Context: an optimization exercise on an open-source flow, tuned for small area. The choices shown serve that exercise and are no tape-out recipe.
In this exercise RTL edits were held to simulation tests only and were not proved equivalent to the original.
No driver is modelled on the clock port, so clock power and skew are understated where the tree is cut down; a real chip needs a root buffer or a tree.
Power and IR drop assume default switching activity.

// top_module
module top_module (
    input  logic       clk,
    input  logic       reset,
    input  logic [3:0] dip_switch,
    input  logic       input_ready1,
    input  logic       input_ready2,
    output logic [6:0] segments,
    output logic [3:0] display_select
);
Settings: LEC_CHECK=0, ABC_AREA=1, CAP_MARGIN=20, CORE_MARGIN=2, CORE_UTILIZATION=60, SLEW_MARGIN=20; clock period 14.0 ns.
standard.sh (not shown) runs the stock make flow with config.mk's settings and CLKGATE_MAP_FILE= SYNTH_SCRIPT=/design/flow/synth_recipe.tcl, a recipe that flattens the netlist after the stock synthesis.
==> flow/flow/run.sh <==
#!/bin/bash
# Standard synthesis, then the combinational logic re-mapped with a stronger
# ABC script (registers untouched), then the standard layout.
set -euo pipefail
W=$PWD
R=$W/orfs/results/$FLOW_PLATFORM/top_module/base
YOSYS=$FLOW_HOME/../tools/install/yosys/bin/yosys
[[ -x $YOSYS ]] || YOSYS=yosys

bash standard.sh synth > $W/synth.log 2>&1

cp $R/1_2_yosys.v $W/std_1_2_yosys.v
export REOPT_LIB=$FLOW_HOME/platforms/$FLOW_PLATFORM/lib/sky130_fd_sc_hd__tt_025C_1v80.lib
export REOPT_IN=$W/std_1_2_yosys.v
export REOPT_OUT=$W/reopt_1_2_yosys.v
export REOPT_TOP=$FLOW_TOP
export REOPT_DIR=$W
export REOPT_SCRIPT=$W/flow/reopt.abc
export REOPT_DONT_USE="$(grep -o -- '-dont_use [A-Za-z0-9_]*' $W/orfs/logs/$FLOW_PLATFORM/top_module/base/1_2_yosys.log | awk '{print $2}' | sort -u | tr '\n' ' ')"
$YOSYS -c $W/flow/reopt.tcl > $W/reopt.log 2>&1

cp $REOPT_OUT $R/1_2_yosys.v
rm -f $R/1_synth.odb $R/1_synth.sdc
# extra make variables for the layout, one per line
EXTRA=()
[[ -f $W/flow/make.args ]] && mapfile -t EXTRA < <(grep -v '^#' $W/flow/make.args | grep -v '^$')
bash standard.sh finish "${EXTRA[@]}" > $W/layout.log 2>&1
==> flow/flow/reopt.tcl <==
# Re-map the combinational logic of the standard synthesis netlist with a
# stronger ABC script.  Flip-flops (and tie cells) are kept as they are:
# same instances, names and cell types.
set lib $::env(REOPT_LIB)
yosys read_liberty -ignore_miss_func $lib
yosys blackbox sky130_fd_sc_hd__df* sky130_fd_sc_hd__edf* sky130_fd_sc_hd__sdf* sky130_fd_sc_hd__sedf* sky130_fd_sc_hd__dl* sky130_fd_sc_hd__conb*
yosys read_verilog $::env(REOPT_IN)
yosys hierarchy -top $::env(REOPT_TOP)
yosys flatten
yosys rename -hide w:_*_.*
yosys opt_clean -purge
yosys tee -o $::env(REOPT_DIR)/reopt_before.stat stat -liberty $lib
set du {}
foreach c [split $::env(REOPT_DONT_USE)] { if {$c ne ""} { lappend du -dont_use $c } }
yosys abc -liberty $lib -script $::env(REOPT_SCRIPT) {*}$du
yosys setundef -zero
yosys splitnets
yosys opt_clean -purge
yosys hilomap -singleton -hicell sky130_fd_sc_hd__conb_1 HI -locell sky130_fd_sc_hd__conb_1 LO
yosys insbuf -buf sky130_fd_sc_hd__buf_4 A X
yosys tee -o $::env(REOPT_DIR)/reopt_after.stat stat -liberty $lib
yosys read_liberty -lib -ignore_redef $lib
yosys hierarchy -top $::env(REOPT_TOP)
yosys check -assert
yosys write_verilog -noattr -nohex -nodec $::env(REOPT_OUT)
Other scripts of this flow, unchanged in this note and not shown: flow/flow/make.args, flow/flow/reopt.abc
Next try:
--- a/flow/flow/run.sh
+++ b/flow/flow/run.sh
@@ -18,0 +19,2 @@
+export REOPT_FA=-fa
+export REOPT_ADDER_MAP=$FLOW_HOME/platforms/$FLOW_PLATFORM/cells_adders_hd.v
@@ -20 +22 @@
-$YOSYS -c $W/flow/reopt.tcl > $W/reopt.log 2>&1
+$YOSYS -c $W/flow/reopt.tcl > $W/reopt.log 2>&1 || true
@@ -22,2 +24,7 @@
-cp $REOPT_OUT $R/1_2_yosys.v
-rm -f $R/1_synth.odb $R/1_synth.sdc
+# Use the re-mapped netlist only if it is proven equivalent to the standard one.
+sed -e "s|@LIB@|$REOPT_LIB|" -e "s|@GOLD@|$REOPT_IN|" -e "s|@GATE@|$REOPT_OUT|" -e "s|@TOP@|$FLOW_TOP|g" \
+    $W/flow/equiv.ys.in > $W/equiv.ys
+if $YOSYS -s $W/equiv.ys > $W/equiv.log 2>&1; then
+  cp $REOPT_OUT $R/1_2_yosys.v
+  rm -f $R/1_synth.odb $R/1_synth.sdc
+fi
==> flow/flow/equiv.ys.in (new file) <==
read_liberty -ignore_miss_func @LIB@
read_verilog @GOLD@
rename @TOP@ gold
read_verilog @GATE@
rename @TOP@ gate
hierarchy -check
flatten gold gate
opt_clean
async2sync
rename -hide w:_*
opt_clean
equiv_make gold gate equiv
hierarchy -top equiv
equiv_simple
equiv_status -assert
--- a/flow/flow/reopt.tcl
+++ b/flow/flow/reopt.tcl
@@ -3 +3,2 @@
-# same instances, names and cell types.
+# same instances, names and cell types.  Full adders are extracted first and
+# mapped to the full-adder cell, which ABC cannot use itself.
@@ -11,0 +13,6 @@
+yosys techmap
+yosys opt -fast
+yosys extract_fa $::env(REOPT_FA)
+yosys techmap -map $::env(REOPT_ADDER_MAP)
+yosys techmap
+yosys opt -fast -purge
After rerunning:
- critical path depth is lower by 4
- routed wire length went down by 11%
- sequential share of layout area is higher by 1.7 points
- core utilization climbs by 1.9 points
- non-clock buffer count is unchanged
- cell area shrinks by 3.1%
- via count goes down by 11%


top_module again, from the RTL that the note above started with.
clock: 14.0 ns
lec_check: 0
abc_area: 1
cap_margin: 20
core_margin: 2
core_utilization: 60
slew_margin: 20
==> flow/flow/run.sh <==
#!/bin/bash
# Standard synthesis, then the combinational logic re-mapped with a stronger
# ABC script (registers untouched), then the standard layout.
set -euo pipefail
W=$PWD
R=$W/orfs/results/$FLOW_PLATFORM/top_module/base
YOSYS=$FLOW_HOME/../tools/install/yosys/bin/yosys
[[ -x $YOSYS ]] || YOSYS=yosys

bash standard.sh synth > $W/synth.log 2>&1

cp $R/1_2_yosys.v $W/std_1_2_yosys.v
export REOPT_LIB=$FLOW_HOME/platforms/$FLOW_PLATFORM/lib/sky130_fd_sc_hd__tt_025C_1v80.lib
export REOPT_IN=$W/std_1_2_yosys.v
export REOPT_OUT=$W/reopt_1_2_yosys.v
export REOPT_TOP=$FLOW_TOP
export REOPT_DIR=$W
export REOPT_SCRIPT=$W/flow/reopt.abc
export REOPT_FA=-fa
export REOPT_ADDER_MAP=$FLOW_HOME/platforms/$FLOW_PLATFORM/cells_adders_hd.v
export REOPT_DONT_USE="$(grep -o -- '-dont_use [A-Za-z0-9_]*' $W/orfs/logs/$FLOW_PLATFORM/top_module/base/1_2_yosys.log | awk '{print $2}' | sort -u | tr '\n' ' ')"
$YOSYS -c $W/flow/reopt.tcl > $W/reopt.log 2>&1 || true

# Use the re-mapped netlist only if it is proven equivalent to the standard one.
sed -e "s|@LIB@|$REOPT_LIB|" -e "s|@GOLD@|$REOPT_IN|" -e "s|@GATE@|$REOPT_OUT|" -e "s|@TOP@|$FLOW_TOP|g" \
    $W/flow/equiv.ys.in > $W/equiv.ys
if $YOSYS -s $W/equiv.ys > $W/equiv.log 2>&1; then
  cp $REOPT_OUT $R/1_2_yosys.v
  rm -f $R/1_synth.odb $R/1_synth.sdc
fi
# extra make variables for the layout, one per line
EXTRA=()
[[ -f $W/flow/make.args ]] && mapfile -t EXTRA < <(grep -v '^#' $W/flow/make.args | grep -v '^$')
# clock distribution: one buffer (flow/pre_cts.tcl)
EXTRA+=("PRE_CTS_TCL=$W/flow/pre_cts.tcl" "ROOT_CLK_PORT=clk")
bash standard.sh finish "${EXTRA[@]}" > $W/layout.log 2>&1
==> flow/flow/make.args <==
# port buffers: the smallest buffer
BUFFER_PORTS_ARGS=-buffer_cell sky130_fd_sc_hd__buf_1
ROOT_CLK_NBUF=4
ROOT_CLK_BUF=sky130_fd_sc_hd__clkbuf_4
Other scripts of this flow, unchanged in this note and not shown: flow/flow/equiv.ys.in, flow/flow/pre_cts.tcl, flow/flow/reopt.abc, flow/flow/reopt.tcl
Next try:
==> flow/flow/make.args (replaced) <==
# port buffers: the smallest buffer
BUFFER_PORTS_ARGS=-buffer_cell sky130_fd_sc_hd__buf_1
# clock: the port drives 3 clkbuf_8, each driving a balanced cluster of flip-flops
ROOT_CLK_NBUF=3
ROOT_CLK_BUF=sky130_fd_sc_hd__clkbuf_8
After rerunning: The changed run completed with no timing, DRC or antenna violations. Total power rises by 2.5%. Wire length rises by 1.9%. Maximum frequency rises by 0.49%. Register-to-register slack is better by 0.04 ns. Worst setup slack is better by 0.038 ns.
No run of this note takes its clock network from TritonCTS; it comes from the design's own scripts or RTL.

==> port drivers added, routing unchanged <==
No port has a modelled driver above. Below, the same layouts with a new extraction and two added sets of constraints. Step 1 (the two cells are an assumption about what drives the block):
set clk [get_ports {clk}]
set_driving_cell -lib_cell sky130_fd_sc_hd__clkbuf_16 $clk
set_driving_cell -lib_cell sky130_fd_sc_hd__buf_2 [delete_from_list [all_inputs] $clk]
Step 2 times the ports against the registers' clock, not the clock port: input delays grow and output delays shrink by t, the midpoint of the rising clock arrivals with the driver on. Slacks: ideal ports / drivers / drivers and shift; pairs: ideal ports / drivers.
run	t (ns)	setup slack, ns	hold slack, ns	worst slew at a driven data input, ns
the first run of note 1	0.323	7.525 / 7.525 / 7.525	0.374 / 0.374 / 0.374	0.03
the second run of note 1	0.307	6.234 / 6.234 / 6.234	0.364 / 0.364 / 0.364	0.03
the first run of note 2	0.216	6.193 / 6.193 / 6.193	0.371 / 0.371 / 0.371	0.03
the second run of note 2	0.203	6.231 / 6.231 / 6.231	0.367 / 0.367 / 0.367	0.03
After both steps every run listed still meets setup and hold.
